Source: an optimization exercise on an open RTL-to-GDS flow (aim: small area, a short achievable clock period and few clock cycles). Production flows keep margins and buffers that such runs may drop. RTL that was checked went through simulation tests only; none was proved equivalent to the original. Only the layout flow was run in runs 4 and 5; the RTL was not checked for function there. Power and IR drop assume default switching activity.

--- flow/design.v ---
module LCD_CTRL(
    input clk, cmd_valid, reset,
    input [3:0] cmd,
    input [7:0] IROM_Q,
    output IRAM_valid, IROM_rd, busy, done,
    output [5:0] IROM_A,
    output [5:0] IRAM_A,
    output [7:0] IRAM_D
);
    reg [2:0] r, c;           
    reg [1:0] ri0, ri1, ci0, ci1;
    reg [1:0] pri0, pri1, pci0, pci1;   
    reg       busy_r, cv, cw, wph, done_r, rom_rd, ram_v;
    reg       rsp;            
    reg       smax, smin, savg;
    reg       sperm;          
    reg [9:0] ssum;           
    reg       sv;             
    reg [3:0] srow, scol;     
    reg [5:0] rom_a, ram_a, wend;
    reg [7:0] ram_d;
    reg [63:0] ld;            
    reg [7:0] x0, x1, x2, x3;  
    reg       l0, l1, l2, l3;  
    assign busy = busy_r;
    assign done = done_r;
    assign IROM_rd = rom_rd;
    assign IROM_A = rom_a;
    assign IRAM_valid = ram_v;
    assign IRAM_A = ram_a;
    assign IRAM_D = ram_d;
    wire wc = l0 & l1 & l2 & l3;              
    wire [7:0] wd0, wd1, wd2, wd3;
    wire lb0, lb1, lb2, lb3;
    wire wcf = (l0 | lb0) & (l1 | lb1) & (l2 | lb2) & (l3 | lb3);
    wire opx = cv & (sperm ? wcf : (wc & (~savg | sv)));
    wire g01 = x0 >= x1, g02 = x0 >= x2, g03 = x0 >= x3;
    wire g12 = x1 >= x2, g13 = x1 >= x3, g23 = x2 >= x3;
    wire [7:0] vmax = ({8{ g01 &  g02 &  g03}} & x0) | ({8{~g01 &  g12 &  g13}} & x1) |
                      ({8{~g02 & ~g12 &  g23}} & x2) | ({8{~g03 & ~g13 & ~g23}} & x3);
    wire [7:0] vmin = ({8{~g01 & ~g02 & ~g03}} & x0) | ({8{ g01 & ~g12 & ~g13}} & x1) |
                      ({8{ g02 &  g12 & ~g23}} & x2) | ({8{ g03 &  g13 &  g23}} & x3);
    function [8:0] add8;
        input [7:0] a, b;
        reg [7:0] g0, p0, g1, p1, g2, p2, g3;
        begin
            g0 = a & b; p0 = a ^ b;
            g1 = g0 | (p0 & {g0[6:0], 1'b0}); p1 = p0 & {p0[6:0], 1'b0};
            g2 = g1 | (p1 & {g1[5:0], 2'b0}); p2 = p1 & {p1[5:0], 2'b0};
            g3 = g2 | (p2 & {g2[3:0], 4'b0});
            add8 = {g3[7], p0 ^ {g3[6:0], 1'b0}};
        end
    endfunction
    function [9:0] add9;
        input [8:0] a, b;
        reg [8:0] g0, p0, g1, p1, g2, p2, g3, p3, g4;
        begin
            g0 = a & b; p0 = a ^ b;
            g1 = g0 | (p0 & {g0[7:0], 1'b0}); p1 = p0 & {p0[7:0], 1'b0};
            g2 = g1 | (p1 & {g1[6:0], 2'b0}); p2 = p1 & {p1[6:0], 2'b0};
            g3 = g2 | (p2 & {g2[4:0], 4'b0}); p3 = p2 & {p2[4:0], 4'b0};
            g4 = g3 | (p3 & {g3[0], 8'b0});
            add9 = {g4[8], p0 ^ {g4[7:0], 1'b0}};
        end
    endfunction
    wire [9:0] sum = add9(add8(x0, x1), add8(x2, x3));
    wire [7:0] vavg = ssum[9:2];
    wire [7:0] vsym = ({8{smax}} & vmax) | ({8{smin}} & vmin) | ({8{savg}} & vavg);
    wire [7:0] nv0 = vsym | ({8{srow[0]}} & wd2) | ({8{scol[0]}} & wd1);
    wire [7:0] nv1 = vsym | ({8{srow[1]}} & wd3) | ({8{scol[1]}} & wd0);
    wire [7:0] nv2 = vsym | ({8{srow[2]}} & wd0) | ({8{scol[2]}} & wd3);
    wire [7:0] nv3 = vsym | ({8{srow[3]}} & wd1) | ({8{scol[3]}} & wd2);
    wire [3:0] wi0 = {ri0, ci0}, wi1 = {ri0, ci1}, wi2 = {ri1, ci0}, wi3 = {ri1, ci1};
    wire [3:0] pi0 = {pri0, pci0}, pi1 = {pri0, pci1}, pi2 = {pri1, pci0}, pi3 = {pri1, pci1};
    wire chg0 = wi0 != pi0, chg1 = wi1 != pi1, chg2 = wi2 != pi2, chg3 = wi3 != pi3;
    wire land = rom_rd & ~wph;                 
    assign lb0 = land & ~rsp & ~rom_a[3] & ~rom_a[0];
    assign lb1 = land & ~rsp & ~rom_a[3] &  rom_a[0];
    assign lb2 = land & ~rsp &  rom_a[3] & ~rom_a[0];
    assign lb3 = land & ~rsp &  rom_a[3] &  rom_a[0];
    wire sh0 = land & rsp & ~rom_a[3] & ~rom_a[0];
    wire sh1 = land & rsp & ~rom_a[3] &  rom_a[0];
    wire sh2 = land & rsp &  rom_a[3] & ~rom_a[0];
    wire sh3 = land & rsp &  rom_a[3] &  rom_a[0];
    wire wstart = cw & ~wph;
    assign wd0 = lb0 ? IROM_Q : x0;
    assign wd1 = lb1 ? IROM_Q : x1;
    assign wd2 = lb2 ? IROM_Q : x2;
    assign wd3 = lb3 ? IROM_Q : x3;
    wire [7:0] y0, y1, y2, y3;
    lcd_bank b0 (.clk(clk), .wa(pi0), .wd(wd0), .ra(wi0), .rd(y0));
    lcd_bank b1 (.clk(clk), .wa(pi1), .wd(wd1), .ra(wi1), .rd(y1));
    lcd_bank b2 (.clk(clk), .wa(pi2), .wd(wd2), .ra(wi2), .rd(y2));
    lcd_bank b3 (.clk(clk), .wa(pi3), .wd(wd3), .ra(wi3), .rd(y3));
    wire [5:0] a0 = {ri0, 1'b0, ci0, 1'b0};    
    wire [5:0] a1 = {ri0, 1'b0, ci1, 1'b1};
    wire [5:0] a2 = {ri1, 1'b1, ci0, 1'b0};
    wire [5:0] a3 = {ri1, 1'b1, ci1, 1'b1};
    wire ld0 = ld[a0], ld1 = ld[a1], ld2 = ld[a2], ld3 = ld[a3];
    wire nl0 = chg0 ? (ld0 | sh0) : (l0 | lb0);
    wire nl1 = chg1 ? (ld1 | sh1) : (l1 | lb1);
    wire nl2 = chg2 ? (ld2 | sh2) : (l2 | lb2);
    wire nl3 = chg3 ? (ld3 | sh3) : (l3 | lb3);
    wire miss = ~(nl0 & nl1 & nl2 & nl3);
    wire [5:0] fa = ~nl0 ? a0 : ~nl1 ? a1 : ~nl2 ? a2 : a3;
    wire sym = smax | smin | savg;            
    wire xch = chg0 | chg1 | chg2 | chg3 | land;
    always @(posedge clk) ssum <= (opx & sym) ? {vsym, 2'b00} : sum;
    always @(posedge clk) begin
        if (reset) sv <= 1'b0;
        else sv <= (opx & ~land) | ~xch;
    end
    always @(posedge clk) begin
        x0 <= opx ? nv0 : chg0 ? ((sh0 & ~ld0) ? IROM_Q : y0) : lb0 ? IROM_Q : x0;
        x1 <= opx ? nv1 : chg1 ? ((sh1 & ~ld1) ? IROM_Q : y1) : lb1 ? IROM_Q : x1;
        x2 <= opx ? nv2 : chg2 ? ((sh2 & ~ld2) ? IROM_Q : y2) : lb2 ? IROM_Q : x2;
        x3 <= opx ? nv3 : chg3 ? ((sh3 & ~ld3) ? IROM_Q : y3) : lb3 ? IROM_Q : x3;
    end
    wire take = cmd_valid & ~busy_r;
    wire mu = take & (cmd == 4'd1) & (r != 3'd0);
    wire md = take & (cmd == 4'd2) & (r != 3'd6);
    wire ml = take & (cmd == 4'd3) & (c != 3'd0);
    wire mr = take & (cmd == 4'd4) & (c != 3'd6);
    wire is_op = cmd >= 4'd5;
    wire [2:0] ru = r - 3'd1, rd = r + 3'd1, cl = c - 3'd1, cr = c + 3'd1;
    wire [1:0] ru0 = ru[2:1] + {1'b0, ru[0]}, rd0 = rd[2:1] + {1'b0, rd[0]};
    wire [1:0] cl0 = cl[2:1] + {1'b0, cl[0]}, cr0 = cr[2:1] + {1'b0, cr[0]};
    wire [5:0] w = {r, c};
    wire [5:0] wfirst = wc ? w : rom_a;
    wire [5:0] wnext = (wstart ? wfirst : w) + 6'd1;
    wire [2:0] wr = wnext[5:3], wcl = wnext[2:0];
    wire       wlast = ram_v & (w == wend);     
    wire       wgo = wph & ~done_r & ~wlast;
    reg  [7:0] xs, ys;
    reg        nls;
    always @(*) begin
        case ({r[0], c[0]})
            2'b00: begin xs = x0; ys = y0; nls = ld[a0]; end
            2'b01: begin xs = x1; ys = y1; nls = ld[a1]; end
            2'b10: begin xs = x2; ys = y2; nls = ld[a2]; end
            default: begin xs = x3; ys = y3; nls = ld[a3]; end
        endcase
    end
    always @(posedge clk) begin
        ram_a <= wstart ? wfirst : w;
        ram_d <= wstart ? (wc ? xs : IROM_Q) : (nls ? ys : IROM_Q);
        if (wstart) wend <= wfirst;
    end
    wire cvn = (take & is_op) | (cv & ~opx);
    wire avgn = take ? (cmd == 4'd7) : savg;   
    wire svn = (opx & ~land) | ~xch;
    wire miss2 = (~nl0 & ~nl1) | (~nl0 & ~nl2) | (~nl0 & ~nl3) | (~nl1 & ~nl2) | (~nl1 & ~nl3) |
                 (~nl2 & ~nl3);
    wire permn = take ? ((cmd >= 4'd8) & (cmd <= 4'd11)) : sperm;
    wire dd = r[0] ^ c[0];                    
    always @(posedge clk, posedge reset) begin
        if (reset) begin
            busy_r <= 1'b0;
            done_r <= 1'b0;
            rom_rd <= 1'b0;
            ram_v <= 1'b0;
        end else begin
            if (wph | wstart) begin
                busy_r <= 1'b1;
                ram_v <= wstart | wgo;
                if (wlast) done_r <= 1'b1;
                rom_rd <= wstart | wgo;
            end else begin
                rom_rd <= miss | mv_any;
                busy_r <= (take & (cmd == 4'd0)) |
                          (cvn & (permn ? miss2 : (miss | (avgn & ~svn))));
            end
        end
    end
    always @(posedge clk) begin
        if (reset) begin
            r <= 3'd3; c <= 3'd3;
            ri0 <= 2'd2; ri1 <= 2'd1; ci0 <= 2'd2; ci1 <= 2'd1;
            pri0 <= 2'd2; pri1 <= 2'd1; pci0 <= 2'd2; pci1 <= 2'd1;
            cv <= 1'b0;
            cw <= 1'b0;
            wph <= 1'b0;
            rsp <= 1'b0;
            l0 <= 1'b0; l1 <= 1'b0; l2 <= 1'b0; l3 <= 1'b0;
        end else begin
            pri0 <= ri0; pri1 <= ri1; pci0 <= ci0; pci1 <= ci1;
            l0 <= nl0; l1 <= nl1; l2 <= nl2; l3 <= nl3;
            if (wph | wstart) begin
                wph <= 1'b1;
                cv <= 1'b0;
                if (wstart | wgo) begin
                    r <= wr; c <= wcl;
                    ri1 <= wr[2:1]; ri0 <= wr[2:1] + {1'b0, wr[0]};
                    ci1 <= wcl[2:1]; ci0 <= wcl[2:1] + {1'b0, wcl[0]};
                end
                rsp <= 1'b0;
            end else begin
                if (mu) begin r <= ru; ri1 <= ru[2:1]; ri0 <= ru0; end
                if (md) begin r <= rd; ri1 <= rd[2:1]; ri0 <= rd0; end
                if (ml) begin c <= cl; ci1 <= cl[2:1]; ci0 <= cl0; end
                if (mr) begin c <= cr; ci1 <= cr[2:1]; ci0 <= cr0; end
                rsp <= mv_any;
                cv <= cvn;
                if (take & (cmd == 4'd0)) cw <= 1'b1;
            end
        end
    end
    wire mv_any = mu | md | ml | mr;
    wire [5:0] fmv = mu ? {ru, c} : md ? {r + 3'd2, c} : ml ? {r, cl} : {r, c + 3'd2};
    always @(posedge clk) rom_a <= (wph | wstart) ? wnext : mv_any ? fmv : fa;
    integer q;
    always @(posedge clk) begin
        if (reset) ld <= 64'd0;
        else for (q = 0; q < 64; q = q + 1) if (land && rom_a == q) ld[q] <= 1'b1;
    end
    always @(posedge clk) begin
        if (take) begin
            smax <= cmd == 4'd5;
            sperm <= (cmd >= 4'd8) & (cmd <= 4'd11);
            smin <= cmd == 4'd6;
            savg <= cmd == 4'd7;
            srow[0] <= (cmd == 4'd10) | (cmd == 4'd8 &  dd) | (cmd == 4'd9 & ~dd);
            srow[1] <= (cmd == 4'd10) | (cmd == 4'd8 & ~dd) | (cmd == 4'd9 &  dd);
            srow[2] <= (cmd == 4'd10) | (cmd == 4'd8 & ~dd) | (cmd == 4'd9 &  dd);
            srow[3] <= (cmd == 4'd10) | (cmd == 4'd8 &  dd) | (cmd == 4'd9 & ~dd);
            scol[0] <= (cmd == 4'd11) | (cmd == 4'd8 & ~dd) | (cmd == 4'd9 &  dd);
            scol[1] <= (cmd == 4'd11) | (cmd == 4'd8 &  dd) | (cmd == 4'd9 & ~dd);
            scol[2] <= (cmd == 4'd11) | (cmd == 4'd8 &  dd) | (cmd == 4'd9 & ~dd);
            scol[3] <= (cmd == 4'd11) | (cmd == 4'd8 & ~dd) | (cmd == 4'd9 &  dd);
        end
    end
endmodule
module lcd_bank(
    input clk,
    input [3:0] wa, ra,
    input [7:0] wd,
    output [7:0] rd
);
    reg [7:0] m [0:15];
    integer k;
    always @(posedge clk)
        for (k = 0; k < 16; k = k + 1)
            if (wa == k) m[k] <= wd;
    assign rd = m[ra];
endmodule
--- flow/flow/run.sh ---
#!/bin/bash
# The standard layout with three changes: plain buffers on the ports; in the otherwise standard
# (hierarchical) synthesis, the pixel banks (module lcd_bank) are mapped by an area-oriented ABC
# script (flow/bank.script) and the rest by the standard one; timing repair aiming for a setup
# slack of 6.9 ns at the 10 ns clock.
set -euo pipefail
here=$(pwd)
cat > own_synth.tcl <<EOF2
proc abc {args} {
  set i [lsearch -exact \$args -script]
  set a2 \$args
  lset a2 [expr {\$i + 1}] $here/flow/bank.script
  yosys abc {*}\$a2 lcd_bank
  yosys abc {*}\$args LCD_CTRL
}
EOF2
cat synth_recipe.tcl >> own_synth.tcl
export BUFFER_PORTS_ARGS="-buffer_cell sky130_fd_sc_hd__buf_4"
bash standard.sh SYNTH_SCRIPT=$here/own_synth.tcl SETUP_SLACK_MARGIN=6.9 finish > standard.log 2>&1
--- flow/flow/bank.script ---
strash
dch
amap
topo
stime -c
--- flow/standard.sh ---
#!/bin/bash
# synth_recipe.tcl (not shown) runs the flow's synth.tcl, then flattens the netlist and writes it again
# the make line also repeats each setting of config.mk as NAME=value (left out here)
make -C /OpenROAD-flow-scripts/flow DESIGN_CONFIG=/design/flow/config.mk WORK_HOME=/design/flow/orfs CLKGATE_MAP_FILE= SYNTH_SCRIPT=/design/flow/synth_recipe.tcl "${@:-finish}"
--- flow/config.mk ---
export PLATFORM = sky130hd
export DESIGN_NAME = LCD_CTRL
export DESIGN_NICKNAME = LCD_CTRL
export VERILOG_FILES = /design/flow/design.v
export SDC_FILE = /design/flow/constraint.sdc
export NUM_CORES = 8
export LEC_CHECK = 0
export ABC_AREA = 1
export CAP_MARGIN = 20
export CORE_MARGIN = 2
export CORE_UTILIZATION = 55
export CTS_CLUSTER_DIAMETER = 100
export CTS_CLUSTER_SIZE = 24
export SLEW_MARGIN = 20
export SYNTH_HIERARCHICAL = 1
--- flow/constraint.sdc ---
create_clock -name core_clock -period 10.0 [get_ports {clk}]
set_input_delay 2.0000 -clock core_clock [delete_from_list [all_inputs] [get_ports {clk}]]
set_output_delay 2.0000 -clock core_clock [all_outputs]
set_load 0.01 [all_outputs]
==> flow_summary_export.csv, run 1 <==
group,metric,value,unit
worst_setup_path,r2r-end,"ram_d[2]",
global_routing,grt_pass1_vias,22900,
synth,syn_inst,2978,
timing,setup_viol,0,
timing,finalMaxSlewViolations,0,
cells_and_area,final_cell_mix,"edfxtp_1 (524), nand2_1 (523), nor2_1 (236)",
place,gp_congestion,0.950,
synth,ys_types,54,
timing,hold_viol,0,
cells_and_area,fill_cells,4669,
cells_and_area,seq_area,0.0190,mm^2
timing,skew,0.0404,ns
detailed_routing,wirelength,96100,um
synth,netlist_area,0.0312,mm^2
detailed_routing,dr.pass1.iters,8,
global_routing,grtUsageMet3,0.0496,
power_and_ir_drop,power_density,305,mW/mm^2
clock_tree,cts_sinks,681,
power_and_ir_drop,leakagePower,12.7,nW
worst_setup_path,critPathCaptureType,"output pin",
worst_setup_path,cp_num_buf_inv,1,
floorplan,start_util,0.555,
cells_and_area,drive_above_1_share,0.129,
cells_and_area,syn_to_final_growth,11.9,%
worst_setup_path,critPathTopFamily,"flip-flops",
synth,synthFlopType,"edfxtp_1",
worst_hold_path,hold_path.class,"reg -> reg",
worst_setup_path,cp-start-kind,"register",
timing,fmax,313,MHz
worst_setup_path,worst_ep_arrival_time,1.19,ns
status,status,"complete, no violations",
detailed_routing,vias,24400,
worst_setup_path,path_depth,1,
synth,synth_edf_count,524,
global_routing,antenna_found_initial,2,
detailed_routing,drt-initial-drc-count,2715,
clock_tree,holdBufCountCts,0,
global_routing,busiest_layer,"met2",
job,cap_viol_max_count,0,
worst_setup_path,crit_type,"reg -> out",
place,dp.final_hpwl,67000,um
clock_tree,cts_buffers,35,
clock_tree,cts.reportedPaths.clkPinSlew,0.11,ns
global_routing,met1_usage,0.451,
cells_and_area,diodes,0,
detailed_routing,antenna_left,0,
worst_setup_path,crit_end,"busy",
synth,syn_nets,3084,
worst_setup_path,max_stage_delay,0.45,ns
global_routing,grt_pass1_wl,143000,um
cells_and_area,nets,3194,
clock_tree,clk_path_buf_depth,3,
clock_tree,htree_num_levels,2,
floorplan,die_w,242,um
timing,timing.slew.headroom,0.353,
timing,tns,0,ns
global_routing,grt_start_max_net_pins,81,
worst_setup_path,reg2reg_depth,13,
detailed_routing,wl_per_cell,24.9,um
worst_setup_path,crit_chain,"buf_6",
global_routing,grt.met2_usage,0.515,
global_routing,gr-total-overflow,0,
synth,yosysWarningCount,9,
clock_tree,cts_tree,"built",
cells_and_area,layout_commonest_cell,"edfxtp_1",
timing,min_period_over_period,0.319,
synth,async_reset_ff_frac,0.00587,
timing,rsz0062_at_grt,"yes",
worst_setup_path,reg2reg_from,"c[2]",
worst_setup_path,slowest_stage,"dfrtp_2",
floorplan,fp.dieH,242,um
global_routing,grt.total_usage,0.320,
worst_setup_path,worstPathRequired,8.00,ns
timing,tightest_slew,0.967,ns
power_and_ir_drop,ir_drop,514,uV
synth,synth_seq_cells,681,
clock_tree,cts_root_buf,"clkbuf_16",
synth,avgSynthCellArea,10.5,um^2
clock_tree,clk-insertion-delay-late,0.61,ns
floorplan,rows,87,
place,io_buffer_count,38,
timing,fin_crit,3.19,ns
worst_setup_path,path_max_fanout,2,
floorplan,io_pins,39,
cells_and_area,multiInputGateArea,0.0115,mm^2
detailed_routing,vias_per_cell,6.31,
synth,yosysSeqAreaShare,0.606,
worst_setup_path,startpoint,"busy_r",
floorplan,core_region_area,0.0562,mm^2
detailed_routing,drc,0,
worst_setup_path,rrSetupSlack,6.93,ns
floorplan,die_area,0.0586,mm^2
timing,hold-worst-slack,0.459,ns
## flip-flops by register name, summed over array words and instances, names as in the netlist, 6 cells and up
name   flops
ssum       8
x3         8
b2.m     128
x2         8
ram_a      6
b0.m     128
x0         8
ld        64
wend       6
x1         8
b3.m     128
b1.m     128
rom_a      6
ram_d      8
## power breakdown
group	leakage (nW)	internal [mW]	switching (mW)
Combinational	6.12	1.50	3.40
Clock	0.498	0.683	0.904
Sequential	6.10	3.82	0.328
## final cells by class
class                           instances  share of cell area
Timing Repair Buffer                  153              0.0364
Clock buffer                           49              0.0272
Tap cell                              756              0.0271
Multi-Input combinational cell       1944               0.331
Clock inverter                          7             0.00215
Sequential cell                       681               0.544
Inverter                              273              0.0317
## Yosys cell counts (3+ instances only)
master / number / area, um^2
nor3_1: 14 / 70.1
o21ai_1: 8 / 40.0
dfxtp_1: 153 / 3060
ha_1: 89 / 1110
a222oi_1: 32 / 320
a31oi_1: 4 / 25.0
nor2_1: 244 / 916
o211ai_1: 34 / 255
edfxtp_1: 524 / 15700
nand3_2: 4 / 40.0
xor2_1: 22 / 193
and2_0: 8 / 50.1
o21ai_2: 3 / 26.3
a21o_1: 4 / 30.0
buf_6: 5 / 56.3
o21ai_0: 143 / 716
a211o_1: 32 / 280
inv_1: 203 / 762
nand2_1: 531 / 1990
buf_4: 10 / 75.1
a21oi_1: 178 / 891
inv_2: 12 / 45.0
clkbuf_1: 45 / 169
nor2b_1: 8 / 50.1
nor2_4: 3 / 33.8
clkinv_1: 58 / 218
buf_1: 5 / 18.8
or2_2: 17 / 106
nand3b_1: 3 / 22.5
a22oi_1: 152 / 1140
dfrtp_1: 4 / 100
o21bai_1: 9 / 67.6
xnor2_1: 7 / 61.3
nand4_1: 105 / 657
nor4_1: 61 / 382
nand3_1: 177 / 886
o2111ai_1: 24 / 210
nor2_2: 3 / 18.8
buf_2: 15 / 75.1
nand2_2: 4 / 25.0
## per-layer routing
layer	vias to the layer above	share of wire
li1	11100	-
met1	11900	0.41
met2	1262	0.47
met3	211	0.089
met4	2	0.034
met5	-	0.000083
## per-module statistics from Yosys (local to each module, per instance)
| module | cell area, um^2 | cells | copies in the design |
|---|---|---|---|
| LCD_CTRL | 12400 | 1914 | 1 |
| lcd_bank | 4700 | 266 | 4 |
## how the worst min path moves through the flow
stage | startpoint | endpoint | slack, ns | cells past startpoint
final | ld[20] | ld[20] | 0.46 | 2
after global routing | ld[7] | ld[7] | 0.48 | 2
after CTS | ld[20] | ld[20] | 0.46 | 2
after detailed placement | ld[20] | ld[20] | 0.45 | 2
after global placement | ld[46] | ld[46] | 0.44 | 2
after floorplan | ld[25] | ld[25] | 0.43 | 2
## stage by stage
stage / instance area (um^2) / util / std cells / setup slack, ns / total power [mW]
floorplan: 31200 / - / 2978 / 6.70 / 6.84
CTS: 34200 / 0.610 / 3826 / 6.79 / 10.3
finish: 34900 / 0.621 / 3863 / 6.81 / 10.6
global placement: 32600 / 0.580 / 3752 / 6.09 / 8.41
detailed placement: 32700 / 0.582 / 3755 / 6.29 / 8.53
global route: 34900 / 0.621 / 3863 / 6.78 / 11.2
## cells by family after synthesis
group,count (synthesis),share of synthesized area
and+or+nand+nor,1188,0.170
adders and majority gates,91,0.0370
buffers and inverters,353,0.0455
xor gates and xnor gates,29,0.00815
AOI/OAI and AO/OA,636,0.132
DFF,681,0.606
## repair_timing
item                                    in CTS  in global routing
cloned                                       0                  1
setup buffers                               15                 36
gates resized for setup                    113                 91
pin swaps                                    9                 37
endpoints found under the setup margin      68                 75
Testbench counts, summed over its fixed seeds: cycles 11,002.
==> inputs of run 2 (changes only) <==
--- a/flow/flow/run.sh
+++ b/flow/flow/run.sh
@@ -4,3 +4,3 @@
 # script (flow/bank.script) and the rest by the standard one; timing repair aiming for a setup
-# slack of 6.9 ns at the 10 ns clock.
+# slack of 7 ns at the 10 ns clock.
 set -euo pipefail
@@ -18,2 +18,2 @@
 export BUFFER_PORTS_ARGS="-buffer_cell sky130_fd_sc_hd__buf_4"
-bash standard.sh SYNTH_SCRIPT=$here/own_synth.tcl SETUP_SLACK_MARGIN=6.9 finish > standard.log 2>&1
+bash standard.sh SYNTH_SCRIPT=$here/own_synth.tcl SETUP_SLACK_MARGIN=7 finish > standard.log 2>&1
--- a/flow/config.mk
+++ b/flow/config.mk
@@ -7,3 +7,3 @@
 export LEC_CHECK = 0
-export ABC_AREA = 1
+export ABC_AREA = 0
 export CAP_MARGIN = 20
==> flow_summary_export.csv, run 2 <==
group,metric,value,unit
timing,hold_viol,0,
global_routing,grt_start_max_net_pins,86,
worst_setup_path,r2r-end,"x1[3]",
floorplan,start_util,0.559,
global_routing,met1_usage,0.429,
global_routing,busiest_layer,"met2",
worst_setup_path,slowest_stage,"dfxtp_4",
place,io_buffer_count,38,
synth,synth_edf_count,524,
job,cap_viol_max_count,0,
detailed_routing,vias_per_cell,6.65,
synth,yosysWarningCount,9,
clock_tree,clk-insertion-delay-late,0.59,ns
worst_setup_path,max_stage_delay,0.37,ns
timing,timing.slew.headroom,0.276,
place,dp.final_hpwl,59900,um
clock_tree,cts_root_buf,"clkbuf_16",
timing,setup_viol,0,
worst_setup_path,critPathTopFamily,"flip-flops",
worst_setup_path,critPathCaptureType,"output pin",
worst_setup_path,path_max_fanout,2,
detailed_routing,drt-initial-drc-count,2530,
global_routing,grt_pass1_wl,131000,um
power_and_ir_drop,p_int,6.23,mW
timing,rsz0062_at_grt,"yes",
floorplan,io_pins,39,
clock_tree,htree_num_levels,2,
worst_setup_path,cp_num_buf_inv,2,
worst_setup_path,reg2reg_from,"x3[1]",
cells_and_area,layout_commonest_cell,"edfxtp_1",
global_routing,grt_pass1_vias,20700,
timing,fmax,313,MHz
synth,syn_nets,2482,
power_and_ir_drop,power_density,293,mW/mm^2
synth,synth_common_cells,"edfxtp_1 (524), nor2_1 (221), a22oi_1 (188)",
worst_setup_path,worstPathRequired,8.00,ns
synth,synth_seq_cells,681,
clock_tree,cts_sinks,681,
power_and_ir_drop,p_switching,4.00,mW
clock_tree,cts_buffers,35,
synth,netlist_area,0.0302,mm^2
timing,tightest_slew,1.09,ns
power_and_ir_drop,pwr-share-comb,0.451,
worst_hold_path,whs_endpoint,"ld[23]",
synth,yosysSeqAreaShare,0.625,
power_and_ir_drop,clockPowerShare,0.154,
detailed_routing,wirelength,90900,um
global_routing,antenna_found_initial,2,
global_routing,grt.total_usage,0.310,
floorplan,fp.dieH,238,um
power_and_ir_drop,ir_drop,303,uV
worst_hold_path,hp-start,"ld[23]",
synth,synth_top_area_cell,"edfxtp_1",
cells_and_area,drive_above_1_share,0.213,
worst_setup_path,rrSetupSlack,6.93,ns
clock_tree,cts.reportedPaths.clkPinSlew,0.10,ns
floorplan,core_region_area,0.0540,mm^2
cells_and_area,nets,2646,
floorplan,rows,85,
power_and_ir_drop,leakagePower,12.1,nW
timing,skew,0.0477,ns
synth,synthMostInstantiatedCell,"edfxtp_1",
place,place_inst,3089,
detailed_routing,wl_per_cell,27.9,um
worst_hold_path,worstHoldPathCells,2,
clock_tree,cts_tree,"built",
global_routing,grtUsageMet3,0.0451,
floorplan,die_area,0.0569,mm^2
clock_tree,holdBufCountCts,0,
timing,fin_crit,3.20,ns
detailed_routing,antenna_left,0,
floorplan,die_w,238,um
synth,ys_types,72,
timing,min_period_over_period,0.320,
synth,synth_top_area_share,0.521,
worst_setup_path,reg2reg_depth,14,
worst_setup_path,worst_ep_arrival_time,1.20,ns
synth,ys_top_cells_by_area,"edfxtp_1 (52%), dfxtp_1 (10%), a22oi_1 (4.7%), ha_1 (3.7%), nor2_1 (2.7%)",
power_and_ir_drop,sw_frac_of_total,0.391,
worst_setup_path,cp-start-kind,"register",
worst_setup_path,crit_chain,"buf_12 -> buf_6",
detailed_routing,vias,21700,
global_routing,gr-total-overflow,0,
worst_hold_path,hold_path.class,"reg -> reg",
synth,avgSynthCellArea,12.7,um^2
worst_setup_path,crit_type,"reg -> out",
timing,finalMaxSlewViolations,0,
power_and_ir_drop,seq_power_share,0.394,
synth,async_reset_ff_frac,0.00587,
clock_tree,clk_path_buf_depth,3,
global_routing,grt.met2_usage,0.493,
synth,synthFlopType,"edfxtp_1",
detailed_routing,drc,0,
place,gp_congestion,0.953,
detailed_routing,dr.pass1.iters,8,
cells_and_area,layoutNonFillerInstCount,3261,
cells_and_area,syn_to_final_growth,15.5,%
timing,tns,0,ns
status,status,"complete, no violations",
synth,syn_inst,2376,
cells_and_area,final_cell_mix,"edfxtp_1 (524), nor2_1 (215), a22oi_1 (185)",
run 2: changes by cell type in the layout (fill, tap and decap cells not counted), moves of 47 or more:
| cell | before | now |
|---|---|---|
| nand3_1 | 167 | 26 |
| nand4_1 | 105 | 52 |
| o21ai_0 | 130 | 31 |
| inv_1 | 187 | 45 |
| nand2_1 | 523 | 136 |
| mux2i_1 | 0 | 47 |
run 2: per-layer routing:
metal	routed length, um	up-vias
met5	13	-
met4	3910	2
met3	7270	238
met2	42500	1072
met1	37300	10800
li1	-	9635
run 2: worst max-delay path by stage:
stage                          from   endpoint  slack [ns]  cells past startpoint
after floorplan           cmd_valid       c[2]        6.59                      9
after global placement         c[2]   ram_d[1]        6.17                      9
after detailed placement      reset         l1        6.31                      3
after CTS                  rom_a[3]  IROM_A[3]        6.78                      2
after global routing       rom_a[3]  IROM_A[3]        6.77                      2
final                      rom_a[3]  IROM_A[3]        6.80                      2
run 2: layout make-up:
cell class | count | area [um^2]
Multi-Input combinational cell | 1498 | 11500
Inverter | 113 | 478
Timing Repair Buffer | 211 | 2000
Fill cell | 4028 | 19100
Sequential cell | 681 | 19000
Clock inverter | 4 | 53.8
Antenna cell | 1 | 2.50
Tap cell | 696 | 871
Clock buffer | 57 | 968
run 2: tightest hold or removal path: stages, from the launching register on:
cell and delay, ns:
dfxtp_1 0.33, a21oi_1 0.04, nor2_1 0.07
run 2: repair_timing:
item | CTS | global route
pin swaps | 38 | 83
gates resized for setup | 168 | 124
hold endpoints to repair | 0 | 0
setup endpoints to repair | 84 | 84
setup buffers | 55 | 49
cloned | 1 | 5
run 2: stage by stage:
stage	utilization	power, mW	setup WS [ns]	area (um^2)	hold slack [ns]
2_1_floorplan	-	6.38	6.59	30500	0.431
3_3_place_gp	0.587	7.68	6.17	31700	0.443
3_5_place_dp	0.589	7.78	6.31	31800	0.455
4_1_cts	0.627	9.79	6.78	33900	0.478
5_1_grt	0.646	10.7	6.77	34900	0.497
6_report	0.646	10.2	6.80	34900	0.471
run 2: Yosys stat by module (local to each module, per instance):
module | times used | cells | cell area, um^2 | flops+latches
LCD_CTRL | 1 | 1312 | 11400 | 169
lcd_bank | 4 | 266 | 4700 | 128
run 2: cells by family after synthesis:
kind of cell    share of synthesized area
flops                               0.625
compound gates                      0.153
simple gates                       0.0970
buf+inv                            0.0255
mux                                0.0478
fa+ha+maj                          0.0382
xor+xnor                           0.0136
run 2: power groups by stage:
stage | combinational, mW | clock (mW) | sequential, mW
finish | 4.62 | 1.58 | 4.04
global route | 4.97 | 1.68 | 4.05
global placement | 3.62 | 0 | 4.06
detailed placement | 3.71 | 0 | 4.07
floorplan | 2.46 | 0 | 3.92
CTS | 4.18 | 1.60 | 4.01
==> inputs of run 3 (changes only) <==
--- a/flow/config.mk
+++ b/flow/config.mk
@@ -7,3 +7,3 @@
 export LEC_CHECK = 0
-export ABC_AREA = 0
+export ABC_AREA = 1
 export CAP_MARGIN = 20
==> flow_summary_export.csv, run 3 <==
group,metric,value,unit
status,status,"complete, no violations",
cells_and_area,nets,3203,
timing,fmax,313,MHz
clock_tree,clk-insertion-delay-late,0.60,ns
synth,yosysWarningCount,9,
detailed_routing,drt-initial-drc-count,2691,
worst_setup_path,max_stage_delay,0.46,ns
timing,tns,0,ns
floorplan,io_pins,39,
worst_hold_path,whs_endpoint,"ld[49]",
worst_setup_path,path_max_fanout,3,
floorplan,core_region_area,0.0562,mm^2
clock_tree,holdBufCountCts,0,
timing,fin_crit,3.19,ns
worst_setup_path,cp-start-kind,"register",
timing,rsz0062_at_grt,"yes",
global_routing,antenna_found_initial,0,
place,io_buffer_count,38,
worst_setup_path,crit_chain,"buf_6",
worst_setup_path,critPathCaptureType,"output pin",
timing,skew,0.0382,ns
synth,synthFlopType,"edfxtp_1",
worst_setup_path,worstPathRequired,8.00,ns
synth,syn_nets,3084,
timing,hold_viol,0,
cells_and_area,final_cell_mix,"edfxtp_1 (524), nand2_1 (522), nor2_1 (235)",
detailed_routing,wirelength,96200,um
floorplan,die_w,242,um
power_and_ir_drop,ir_drop,449,uV
cells_and_area,layout_commonest_cell,"edfxtp_1",
worst_setup_path,crit_type,"reg -> out",
floorplan,start_util,0.555,
place,dp.final_hpwl,67800,um
synth,synth_edf_count,524,
synth,syn_inst,2978,
clock_tree,htree_num_levels,2,
synth,netlist_area,0.0312,mm^2
worst_hold_path,hp-start,"ld[49]",
synth,synth_top_area_share,0.505,
power_and_ir_drop,power_density,309,mW/mm^2
clock_tree,cts_buffers,35,
worst_setup_path,reg2reg_from,"x3[7]",
global_routing,grt_pass1_vias,22800,
clock_tree,cts_root_buf,"clkbuf_16",
global_routing,gr-total-overflow,0,
synth,ys_top_cells_by_area,"edfxtp_1 (50%), dfxtp_1 (9.8%), nand2_1 (6.4%), a22oi_1 (3.7%), ha_1 (3.6%)",
detailed_routing,vias_per_cell,6.31,
job,cap_viol_max_count,0,
timing,layout_setup_ws,6.81,ns
global_routing,grt_start_max_net_pins,81,
floorplan,die_area,0.0586,mm^2
place,gp_congestion,0.988,
worst_hold_path,worstHoldPathCells,2,
timing,timing.slew.headroom,0.298,
worst_setup_path,r2r-end,"x1[7]",
power_and_ir_drop,leakagePower,12.7,nW
place,post-place-ws,6.26,ns
detailed_routing,wl_per_cell,24.9,um
clock_tree,cts.reportedPaths.clkPinSlew,0.10,ns
cells_and_area,fill_cells,4641,
global_routing,grt.total_usage,0.322,
worst_setup_path,rrSetupSlack,7.02,ns
synth,async_reset_ff_frac,0.00587,
cells_and_area,drive_above_1_share,0.136,
clock_tree,clk_path_buf_depth,3,
detailed_routing,drc,0,
clock_tree,cts_tree,"built",
worst_setup_path,critPathTopFamily,"flip-flops",
floorplan,rows,87,
timing,setup_viol,0,
detailed_routing,dr.pass1.iters,7,
timing,finalMaxSlewViolations,0,
floorplan,fp.dieH,242,um
detailed_routing,vias,24400,
timing,min_period_over_period,0.319,
synth,synth_common_cells,"nand2_1 (531), edfxtp_1 (524), nor2_1 (244)",
timing,hold-worst-slack,0.463,ns
detailed_routing,antenna_left,0,
cells_and_area,syn_to_final_growth,12.3,%
worst_setup_path,reg2reg_depth,12,
worst_setup_path,cp_num_buf_inv,1,
synth,yosysSeqAreaShare,0.606,
cells_and_area,diodes,0,
worst_setup_path,slowest_stage,"dfrtp_2",
global_routing,grt_pass1_wl,143000,um
synth,ys_types,54,
clock_tree,cts_sinks,681,
synth,avgSynthCellArea,10.5,um^2
worst_setup_path,worst_ep_arrival_time,1.19,ns
synth,synthMostInstantiatedCell,"nand2_1",
timing,tightest_slew,1.05,ns
worst_hold_path,hold_path.class,"reg -> reg",
synth,synth_seq_cells,681,
synth,synth_top_area_cell,"edfxtp_1",
-- run 3: changes by cell type after synthesis, sizes merged, moves of 19 or more --
cell,delta
nand4,+53
o211ai,+31
a22oi,-36
a221oi,-21
inv,+161
nor2,+27
mux2i,-51
nand2b,-19
xnor2,-24
nand3,+150
mux2,-51
a21oi,+41
o21ai,+107
nand2,+397
-- run 3: repair_timing --
item                       4_1_cts  5_1_grt
setup buffers                   26       26
pin swaps                       22       37
gates cloned                     0        0
resized for setup              147      100
hold endpoints to repair         0        0
setup endpoints to repair       83      105
-- run 3: layer usage --
| metal | share of wire | global-route usage | wire length (um) | up-vias |
|---|---|---|---|---|
| met5 | 0 | 0.00245 | 0 | - |
| met4 | 0.032 | 0.0986 | 3100 | 0 |
| met3 | 0.091 | 0.0589 | 8760 | 176 |
| met2 | 0.46 | 0.511 | 44300 | 1213 |
| met1 | 0.42 | 0.452 | 40000 | 11900 |
| li1 | - | - | - | 11100 |
-- run 3: worst max-delay path by stage --
stage,startpoint,endpoint,depth (start not counted)
after detailed placement,ci0[1],ram_d[2],12
after floorplan,cmd_valid,rom_a[0],12
final,ram_v,IRAM_valid,1
after global routing,ram_v,IRAM_valid,1
after global placement,ci0[1],x2[5],10
after CTS,busy_r,busy,1
-- run 3: stage by stage --
step | util | instance area, um^2 | total power [mW] | instances
floorplan | - | 31200 | 6.84 | 2978
global placement | 0.580 | 32600 | 8.40 | 3759
detailed placement | 0.582 | 32700 | 8.52 | 3764
CTS | 0.612 | 34400 | 10.4 | 3840
global route | 0.623 | 35000 | 11.3 | 3866
finish | 0.623 | 35000 | 10.8 | 3866
-- run 3: kinds of logic after synthesis --
| kind of cell | synth area share |
|---|---|
| AND/OR/NAND/NOR | 0.170 |
| flip-flops | 0.606 |
| AO/OA/AOI/OAI | 0.132 |
| buffers and inverters | 0.0455 |
| adder cells (fa/ha/maj) | 0.0370 |
| XOR/XNOR | 0.00815 |
-- run 3: Yosys stat by module (local to each module, per instance) --
module	flops+latches	cells	area, um^2
lcd_bank	128	266	4700
LCD_CTRL	169	1914	12400
-- run 3: where the power goes --
part / switching (mW) / internal (mW) / leakage (nW)
logic: 3.43 / 1.63 / 6.13
registers: 0.336 / 3.84 / 6.10
clock network: 0.903 / 0.676 / 0.488
-- run 3: cell type report --
cell class | count | area [um^2] | share of cell area
Tap cell | 756 | 946 | 0.0270
Clock buffer | 44 | 931 | 0.0266
Multi-Input combinational cell | 1944 | 11500 | 0.329
Inverter | 273 | 1090 | 0.0312
Sequential cell | 681 | 19000 | 0.544
Clock inverter | 6 | 71.3 | 0.00204
Timing Repair Buffer | 162 | 1400 | 0.0400
==> inputs of run 4 (changes only) <==
--- a/flow/design.v
+++ b/flow/design.v
@@ -84,3 +84,3 @@
     wire sh3 = land & rsp &  rom_a[3] &  rom_a[0];
-    wire wstart = cw & ~wph;
+    wire ws = cw & ~wph;                      
     assign wd0 = lb0 ? IROM_Q : x0;
@@ -112,7 +112,11 @@
     end
-    always @(posedge clk) begin
-        x0 <= opx ? nv0 : chg0 ? ((sh0 & ~ld0) ? IROM_Q : y0) : lb0 ? IROM_Q : x0;
-        x1 <= opx ? nv1 : chg1 ? ((sh1 & ~ld1) ? IROM_Q : y1) : lb1 ? IROM_Q : x1;
-        x2 <= opx ? nv2 : chg2 ? ((sh2 & ~ld2) ? IROM_Q : y2) : lb2 ? IROM_Q : x2;
-        x3 <= opx ? nv3 : chg3 ? ((sh3 & ~ld3) ? IROM_Q : y3) : lb3 ? IROM_Q : x3;
+    wire [7:0] xn0 = opx ? nv0 : chg0 ? ((sh0 & ~ld0) ? IROM_Q : y0) : lb0 ? IROM_Q : x0;
+    wire [7:0] xn1 = opx ? nv1 : chg1 ? ((sh1 & ~ld1) ? IROM_Q : y1) : lb1 ? IROM_Q : x1;
+    wire [7:0] xn2 = opx ? nv2 : chg2 ? ((sh2 & ~ld2) ? IROM_Q : y2) : lb2 ? IROM_Q : x2;
+    wire [7:0] xn3 = opx ? nv3 : chg3 ? ((sh3 & ~ld3) ? IROM_Q : y3) : lb3 ? IROM_Q : x3;
+    always @(posedge clk) begin
+        x0 <= xn0;
+        x1 <= xn1;
+        x2 <= xn2;
+        x3 <= xn3;
     end
@@ -128,4 +132,16 @@
     wire [5:0] w = {r, c};
-    wire [5:0] wfirst = wc ? w : rom_a;
-    wire [5:0] wnext = (wstart ? wfirst : w) + 6'd1;
+    reg  [7:0] xns;
+    reg        nlp;
+    always @(*) begin
+        case ({r[0], c[0]})
+            2'b00: begin xns = xn0; nlp = nl0; end
+            2'b01: begin xns = xn1; nlp = nl1; end
+            2'b10: begin xns = xn2; nlp = nl2; end
+            default: begin xns = xn3; nlp = nl3; end
+        endcase
+    end
+    wire fast = take & (cmd == 4'd0) & nlp;
+    wire wstart = ws | fast;
+    wire [5:0] wfirst = (fast | wc) ? w : rom_a;
+    wire [5:0] wnext = (wstart ? wfirst : w) - 6'd1;
     wire [2:0] wr = wnext[5:3], wcl = wnext[2:0];
@@ -145,3 +161,3 @@
         ram_a <= wstart ? wfirst : w;
-        ram_d <= wstart ? (wc ? xs : IROM_Q) : (nls ? ys : IROM_Q);
+        ram_d <= fast ? xns : ws ? (wc ? xs : IROM_Q) : (nls ? ys : IROM_Q);
         if (wstart) wend <= wfirst;
==> flow_summary_export.csv, run 4 <==
group,metric,value,unit
place,gp_congestion,0.993,
cells_and_area,diodes,0,
job,cap_viol_max_count,0,
global_routing,met1_usage,0.422,
synth,synthMostInstantiatedCell,"edfxtp_1",
global_routing,busiest_layer,"met2",
global_routing,grt_start_max_net_pins,79,
cells_and_area,final_cell_mix,"edfxtp_1 (524), nand2_1 (458), buf_4 (232)",
detailed_routing,vias_per_cell,6.27,
synth,yosysWarningCount,9,
floorplan,start_util,0.557,
timing,min_period_over_period,0.387,
floorplan,die_w,243,um
worst_setup_path,worst_ep_arrival_time,4.37,ns
detailed_routing,wl_per_cell,24.6,um
timing,layout_setup_ws,6.13,ns
timing,fmax,259,MHz
global_routing,grt.total_usage,0.319,
cells_and_area,drive_above_1_share,0.229,
clock_tree,htree_num_levels,2,
synth,ys_types,69,
clock_tree,cts_root_buf,"clkbuf_16",
worst_hold_path,hold_path.class,"reg -> reg",
timing,tns,0,ns
place,io_buffer_count,38,
synth,synth_top_area_share,0.501,
worst_setup_path,worstPathRequired,10.51,ns
power_and_ir_drop,ir_drop,354,uV
global_routing,grt.met2_usage,0.524,
place,place_area,0.0331,mm^2
clock_tree,cts_sinks,681,
worst_setup_path,path_max_fanout,7,
synth,yosysSeqAreaShare,0.601,
timing,fin_crit,3.87,ns
global_routing,antenna_found_initial,3,
synth,syn_inst,2960,
detailed_routing,antenna_left,0,
floorplan,fp.dieH,243,um
detailed_routing,drc,0,
synth,ys_top_cells_by_area,"edfxtp_1 (50%), dfxtp_1 (9.7%), nand2_1 (5.7%), a22oi_1 (3.6%), ha_1 (3.5%)",
timing,tightest_slew,0.877,ns
timing,skew,0.0445,ns
cells_and_area,syn_to_final_growth,20.1,%
timing,setup_viol,0,
timing,hold-worst-slack,0.461,ns
global_routing,grtUsageMet3,0.0536,
status,status,"complete, no violations",
synth,synth_top_area_cell,"edfxtp_1",
detailed_routing,wirelength,98800,um
synth,netlist_area,0.0314,mm^2
synth,synth_edf_count,524,
synth,avgSynthCellArea,10.6,um^2
clock_tree,clk-insertion-delay-late,0.62,ns
cells_and_area,layout_commonest_cell,"edfxtp_1",
power_and_ir_drop,p_switching,4.83,mW
global_routing,grt_pass1_vias,23800,
floorplan,rows,87,
place,dp.final_hpwl,65900,um
synth,synth_common_cells,"edfxtp_1 (524), nand2_1 (477), inv_1 (260)",
floorplan,core_region_area,0.0564,mm^2
clock_tree,holdBufCountCts,0,
power_and_ir_drop,p_int,6.87,mW
worst_setup_path,crit_type,"in -> reg",
worst_setup_path,critPathCaptureType,"register",
synth,async_reset_ff_frac,0.00587,
power_and_ir_drop,power_density,310,mW/mm^2
detailed_routing,dr.pass1.iters,7,
worst_setup_path,reg2reg_depth,19,
clock_tree,clk_path_buf_depth,3,
floorplan,die_area,0.0591,mm^2
clock_tree,cts_tree,"built",
power_and_ir_drop,sw_frac_of_total,0.413,
worst_setup_path,cp-start-kind,"input pin",
detailed_routing,vias,25100,
cells_and_area,finalInstanceArea,0.0377,mm^2
place,post-place-ws,4.96,ns
clock_tree,cts.reportedPaths.clkPinSlew,0.09,ns
power_and_ir_drop,clockPowerShare,0.151,
clock_tree,cts_buffers,38,
timing,hold_viol,0,
global_routing,grt_pass1_wl,143000,um
worst_hold_path,worstHoldPathCells,2,
floorplan,io_pins,39,
power_and_ir_drop,seq_power_share,0.350,
timing,timing.slew.headroom,0.411,
timing,finalMaxSlewViolations,0,
cells_and_area,nets,3330,
synth,synthFlopType,"edfxtp_1",
power_and_ir_drop,leakagePower,13.8,nW
synth,syn_nets,3065,
detailed_routing,drt-initial-drc-count,2856,
power_and_ir_drop,pwr-share-comb,0.499,
timing,rsz0062_at_grt,"yes",
global_routing,gr-total-overflow,0,
synth,synth_seq_cells,681,
-- run 4: cell count changes in the layout (fill, tap and decap cells not counted), moves of 19 or more --
cell	before	now
a21oi_1	168	191
buf_4	122	232
buf_6	28	48
inv_2	21	57
nand2_1	522	458
nand3_1	168	78
nand4_1	105	44
nor2_1	235	170
o21a_1	2	21
o21ai_0	126	103
o21ai_1	25	51
o22ai_1	2	31
-- run 4: stage by stage --
step / std cells / power [mW] / util
CTS: 3914 / 10.7 / 0.638
detailed placement: 3740 / 8.17 / 0.586
global placement: 3739 / 8.06 / 0.585
finish: 4011 / 11.7 / 0.669
global route: 4011 / 12.3 / 0.669
floorplan: 2960 / 6.61 / -
-- run 4: worst paths after layout --
path | start | endpoint | slack [ns]
hold / removal | ld[6] | ld[6] | 0.46
min in group asynchronous | reset | rom_rd | 1.77
max in group asynchronous | reset | rom_rd | 8.06
setup reg to reg | r[0] | ri0[0] | 6.25
setup / recovery | cmd_valid | ri0[1] | 6.13
hold reg to reg | ld[6] | ld[6] | 0.46
-- run 4: cells by family after synthesis --
logic type	synth area share
and+or+nand+nor	0.138
xor gates and xnor gates	0.00836
buffers and inverters	0.0511
AOI/OAI and AO/OA	0.165
DFF	0.601
adders and majority gates	0.0363
-- run 4: layer usage --
metal	part of all wire	up-vias
met3	0.085	299
met4	0.046	6
li1	-	11400
met5	0.00037	-
met2	0.47	1237
met1	0.40	12200
-- run 4: per-module statistics from Yosys (local to each module, per instance) --
module,flops+latches,area (um^2),copies in the design
LCD_CTRL,169,12600,1
lcd_bank,128,4700,4
-- run 4: power by group through the flow --
stage                     clock, mW  sequential, mW  combinational (mW)
after floorplan                   0            3.99                2.62
after global placement            0            4.11                3.95
after detailed placement          0            4.12                4.04
after CTS                      1.78            4.07                4.85
after global routing           1.87            4.12                6.26
final                          1.77            4.10                5.83
-- run 4: timing repair --
item | 4_1_cts | 5_1_grt
gates resized for setup | 243 | 269
setup buffers | 103 | 92
gates cloned | 1 | 5
setup endpoints to repair | 118 | 116
pin swaps | 46 | 103
-- run 4: cell type report --
class / count / area [um^2]
Clock buffer: 61 / 1090
Fill cell: 4352 / 18600
Tap cell: 756 / 946
Clock inverter: 9 / 151
Timing Repair inverter: 1 / 5.00
Inverter: 331 / 1380
Timing Repair Buffer: 302 / 2690
Multi-Input combinational cell: 1870 / 12400
Sequential cell: 681 / 19000
-- run 4: critical path: stages --
cell and delay (ns):
buf_8 0.08, inv_8 0.02, nor2_4 0.12, inv_2 0.07, nor2_4 0.13, nand2_4 0.08
a21oi_4 0.16, o21ai_4 0.14, buf_8 0.18, nand2_8 0.10, nand2_4 0.08, nand3_4 0.10
nand2_4 0.07, ha_4 0.17, nand3_4 0.08, xor2_4 0.20, ha_4 0.17, inv_2 0.04
nand3_2 0.06, nand2_1 0.07, nand2_1 0.08, nand2_1 0.06, nand2_1 0.05, nand2_1 0.05
==> inputs of run 5 (changes only) <==
--- a/flow/design.v
+++ b/flow/design.v
@@ -144,5 +144,9 @@
     wire wstart = ws | fast;
-    wire [5:0] wfirst = (fast | wc) ? w : rom_a;
-    wire [5:0] wnext = (wstart ? wfirst : w) - 6'd1;
+    wire [5:0] wfirst = wc ? w : rom_a;
+    wire [5:0] wnext = (ws ? wfirst : w) - 6'd1;
     wire [2:0] wr = wnext[5:3], wcl = wnext[2:0];
+    wire [1:0] wri0 = wr[2:1] + {1'b0, wr[0]}, wci0 = wcl[2:1] + {1'b0, wcl[0]};
+    wire [5:0] fnext = w - 6'd1;
+    wire [2:0] fr = fnext[5:3], fcl = fnext[2:0];
+    wire [1:0] fri0 = fr[2:1] + {1'b0, fr[0]}, fci0 = fcl[2:1] + {1'b0, fcl[0]};
     wire       wlast = ram_v & (w == wend);     
@@ -160,5 +164,6 @@
     always @(posedge clk) begin
-        ram_a <= wstart ? wfirst : w;
+        ram_a <= (ws & ~wc) ? rom_a : w;
         ram_d <= fast ? xns : ws ? (wc ? xs : IROM_Q) : (nls ? ys : IROM_Q);
-        if (wstart) wend <= wfirst;
+        if (fast) wend <= w;
+        else if (ws) wend <= wfirst;
     end
@@ -206,6 +211,10 @@
                 cv <= 1'b0;
-                if (wstart | wgo) begin
+                if (fast) begin
+                    r <= fr; c <= fcl;
+                    ri1 <= fr[2:1]; ri0 <= fri0;
+                    ci1 <= fcl[2:1]; ci0 <= fci0;
+                end else if (ws | wgo) begin
                     r <= wr; c <= wcl;
-                    ri1 <= wr[2:1]; ri0 <= wr[2:1] + {1'b0, wr[0]};
-                    ci1 <= wcl[2:1]; ci0 <= wcl[2:1] + {1'b0, wcl[0]};
+                    ri1 <= wr[2:1]; ri0 <= wri0;
+                    ci1 <= wcl[2:1]; ci0 <= wci0;
                 end
@@ -225,3 +234,3 @@
     wire [5:0] fmv = mu ? {ru, c} : md ? {r + 3'd2, c} : ml ? {r, cl} : {r, c + 3'd2};
-    always @(posedge clk) rom_a <= (wph | wstart) ? wnext : mv_any ? fmv : fa;
+    always @(posedge clk) rom_a <= fast ? fnext : (wph | ws) ? wnext : mv_any ? fmv : fa;
     integer q;
==> flow_summary_export.csv, run 5 <==
group,metric,value,unit
place,gp_congestion,0.959,
synth,synth_common_cells,"edfxtp_1 (524), nand2_1 (484), inv_1 (228)",
worst_setup_path,reg2reg_depth,18,
worst_hold_path,worstHoldPathCells,2,
timing,timing.slew.headroom,0.331,
worst_setup_path,critPathCaptureType,"output pin",
status,status,"complete, no violations",
worst_hold_path,hold_path.class,"reg -> reg",
cells_and_area,diodes,0,
synth,yosysSeqAreaShare,0.592,
clock_tree,cts_root_buf,"clkbuf_16",
synth,syn_nets,3141,
worst_setup_path,crit_chain,"buf_6",
power_and_ir_drop,pwr-share-comb,0.515,
cells_and_area,nets,3383,
floorplan,die_w,245,um
worst_setup_path,critPathTopFamily,"flip-flops",
place,dp.final_hpwl,67200,um
power_and_ir_drop,leakagePower,13.7,nW
detailed_routing,vias,25700,
synth,avgSynthCellArea,10.5,um^2
power_and_ir_drop,seq_power_share,0.348,
detailed_routing,wl_per_cell,24.9,um
worst_setup_path,reg2reg_from,"x3[2]",
clock_tree,clk_path_buf_depth,3,
cells_and_area,drive_above_1_share,0.199,
cells_and_area,layout_commonest_cell,"edfxtp_1",
timing,hold_viol,0,
synth,synthMostInstantiatedCell,"edfxtp_1",
clock_tree,cts_buffers,36,
detailed_routing,drc,0,
synth,synth_edf_count,524,
global_routing,grt_pass1_wl,149000,um
timing,tns,0,ns
cells_and_area,multiInputGateArea,0.0125,mm^2
worst_setup_path,cp-start-kind,"register",
global_routing,gr-total-overflow,0,
power_and_ir_drop,clockPowerShare,0.137,
cells_and_area,layoutNonFillerInstCount,4068,
floorplan,io_pins,39,
cells_and_area,seq_area,0.0190,mm^2
clock_tree,cts.reportedPaths.clkPinSlew,0.10,ns
power_and_ir_drop,p_int,6.86,mW
detailed_routing,vias_per_cell,6.32,
cells_and_area,fill_cells,4640,
worst_hold_path,hp-start,"ld[31]",
global_routing,antenna_found_initial,1,
synth,netlist_area,0.0319,mm^2
timing,finalMaxSlewViolations,0,
detailed_routing,drt-initial-drc-count,3100,
floorplan,rows,88,
cells_and_area,final_cell_mix,"edfxtp_1 (524), nand2_1 (453), buf_4 (228)",
worst_hold_path,whs_endpoint,"ld[31]",
clock_tree,htree_num_levels,2,
global_routing,grt_pass1_vias,24300,
detailed_routing,wirelength,101000,um
clock_tree,cts_sinks,681,
worst_setup_path,r2r-end,"ssum[3]",
timing,min_period_over_period,0.318,
power_and_ir_drop,p_switching,5.23,mW
global_routing,grt.total_usage,0.332,
timing,tightest_slew,0.998,ns
clock_tree,cts_tree,"built",
power_and_ir_drop,ir_drop,290,uV
floorplan,start_util,0.554,
place,io_buffer_count,38,
synth,syn_inst,3035,
worst_setup_path,slowest_stage,"dfrtp_1",
worst_setup_path,cp_num_buf_inv,1,
synth,synth_top_area_share,0.493,
timing,skew,0.0277,ns
detailed_routing,antenna_left,0,
synth,yosysWarningCount,9,
synth,synthFlopType,"edfxtp_1",
synth,synth_seq_cells,681,
floorplan,die_area,0.0600,mm^2
clock_tree,clk-insertion-delay-late,0.61,ns
place,place_inst,3816,
synth,async_reset_ff_frac,0.00587,
worst_setup_path,crit_type,"reg -> out",
power_and_ir_drop,sw_frac_of_total,0.433,
global_routing,grt_start_max_net_pins,79,
worst_setup_path,path_max_fanout,2,
timing,setup_viol,0,
power_and_ir_drop,power_density,323,mW/mm^2
job,cap_viol_max_count,0,
worst_setup_path,max_stage_delay,0.44,ns
worst_setup_path,worstPathRequired,8.00,ns
clock_tree,holdBufCountCts,0,
timing,fmax,314,MHz
cells_and_area,syn_to_final_growth,17.2,%
detailed_routing,dr.pass1.iters,8,
timing,rsz0062_at_grt,"yes",
worst_setup_path,worst_ep_arrival_time,1.18,ns
synth,synth_top_area_cell,"edfxtp_1",
synth,ys_types,69,
timing,fin_crit,3.18,ns
synth,ys_top_cells_by_area,"edfxtp_1 (49%), dfxtp_1 (9.6%), nand2_1 (5.7%), a22oi_1 (3.6%), ha_1 (3.5%)",
floorplan,fp.dieH,245,um
floorplan,core_region_area,0.0576,mm^2
worst_setup_path,rrSetupSlack,7.01,ns
run 5: Yosys stat by module, one instance, submodules excluded:
module	cell area (um^2)	cells	copies in the design
LCD_CTRL	13100	1971	1
lcd_bank	4700	266	4
run 5: cells by family (layout without fill, tap and decap cells):
group	Yosys count	after routing	share of synthesized area
and+or+nand+nor	1132	1138	0.164
AOI/OAI and AO/OA	703	703	0.147
DFF	681	681	0.592
buffers and inverters	389	651	0.0508
adders and majority gates	91	91	0.0361
xor gates and xnor gates	39	39	0.0107
run 5: worst max path at each step:
stage | startpoint | slack (ns) | cells after the start | endpoint
2_1_floorplan | cmd_valid | 6.45 | 12 | wend[0]
3_3_place_gp | cmd_valid | 5.77 | 16 | r[2]
3_5_place_dp | cmd_valid | 5.75 | 16 | r[2]
4_1_cts | ram_v | 6.80 | 1 | IRAM_valid
5_1_grt | ram_v | 6.80 | 1 | IRAM_valid
6_report | ram_v | 6.82 | 1 | IRAM_valid
run 5: cell type report:
type / count / share of cell area
clock buffers: 56 / 0.0266
well taps: 765 / 0.0256
multi-input cells: 1971 / 0.335
flip-flops and latches: 681 / 0.509
clock inverters: 8 / 0.00298
inverters: 303 / 0.0355
repair buffers: 283 / 0.0649
repair inverters: 1 / 0.000201
run 5: routing by layer:
metal,vias up,wire (um),GRT usage
met5,-,9,0
met4,2,4390,0.133
met3,269,9780,0.0590
met2,1301,45800,0.511
met1,12500,41300,0.468
li1,11600,-,-
run 5: per-stage QoR:
stage	setup WS, ns	instance area (um^2)	hold slack (ns)	power [mW]	utilization
2_1_floorplan	6.45	32100	0.427	7.11	-
3_3_place_gp	5.77	33300	0.435	8.71	0.579
3_5_place_dp	5.75	33400	0.440	8.82	0.579
4_1_cts	6.80	36100	0.455	11.1	0.626
5_1_grt	6.80	37400	0.473	12.7	0.650
6_report	6.82	37400	0.453	12.1	0.650
run 5: power by group through the flow:
stage	logic, mW	registers, mW	clock network, mW
final	6.22	4.21	1.66
after global routing	6.68	4.22	1.78
after CTS	5.27	4.19	1.68
after detailed placement	4.56	4.26	0
after global placement	4.45	4.25	0
after floorplan	3.04	4.07	0
run 5: repair_timing:
item	in CTS	in global routing
buffers inserted	92	89
endpoints found under the setup margin	109	93
pin swaps	36	78
resized for setup	217	173
gates cloned	4	3
hold endpoints to repair	0	0

static timing again, ports no longer ideal:
Ports are ideal in the flow. The routed layouts listed here were re-timed in OpenROAD. Step 1 assumes that a clkbuf_16 drives the clock port and a buf_2 every other input. Step 2 also shifts input and output timing later by t, the mid clock arrival at the registers, as if the neighbouring blocks saw the same clock. a / b / c = ideal / step 1 / step 2; a / b = the first two.
| run | t (ns) | slack for setup (ns) | latest minus earliest clock arrival (ns) | slew at the worst register clock pin (ns) | worst slew at a driven data input, ns |
|---|---|---|---|---|---|
| run 1 | 0.653 | 6.807 / 6.743 / 6.422 | 0.041 / 0.041 | 0.11 / 0.11 | 0.04 |
| run 2 | 0.627 | 6.801 / 6.737 / 6.397 | 0.049 / 0.049 | 0.10 / 0.10 | 0.08 |
| run 3 | 0.646 | 6.807 / 6.742 / 6.484 | 0.039 / 0.040 | 0.10 / 0.10 | 0.04 |
| run 4 | 0.656 | 6.133 / 6.144 / 5.488 | 0.045 / 0.046 | 0.11 / 0.11 | 0.12 |
| run 5 | 0.663 | 6.820 / 6.753 / 6.306 | 0.031 / 0.031 | 0.10 / 0.10 | 0.11 |
After both steps setup and hold are still met in every run listed. The setup slack of run 4, which loses most, moves by +0.011 ns with the drivers and by -0.645 ns with both steps.
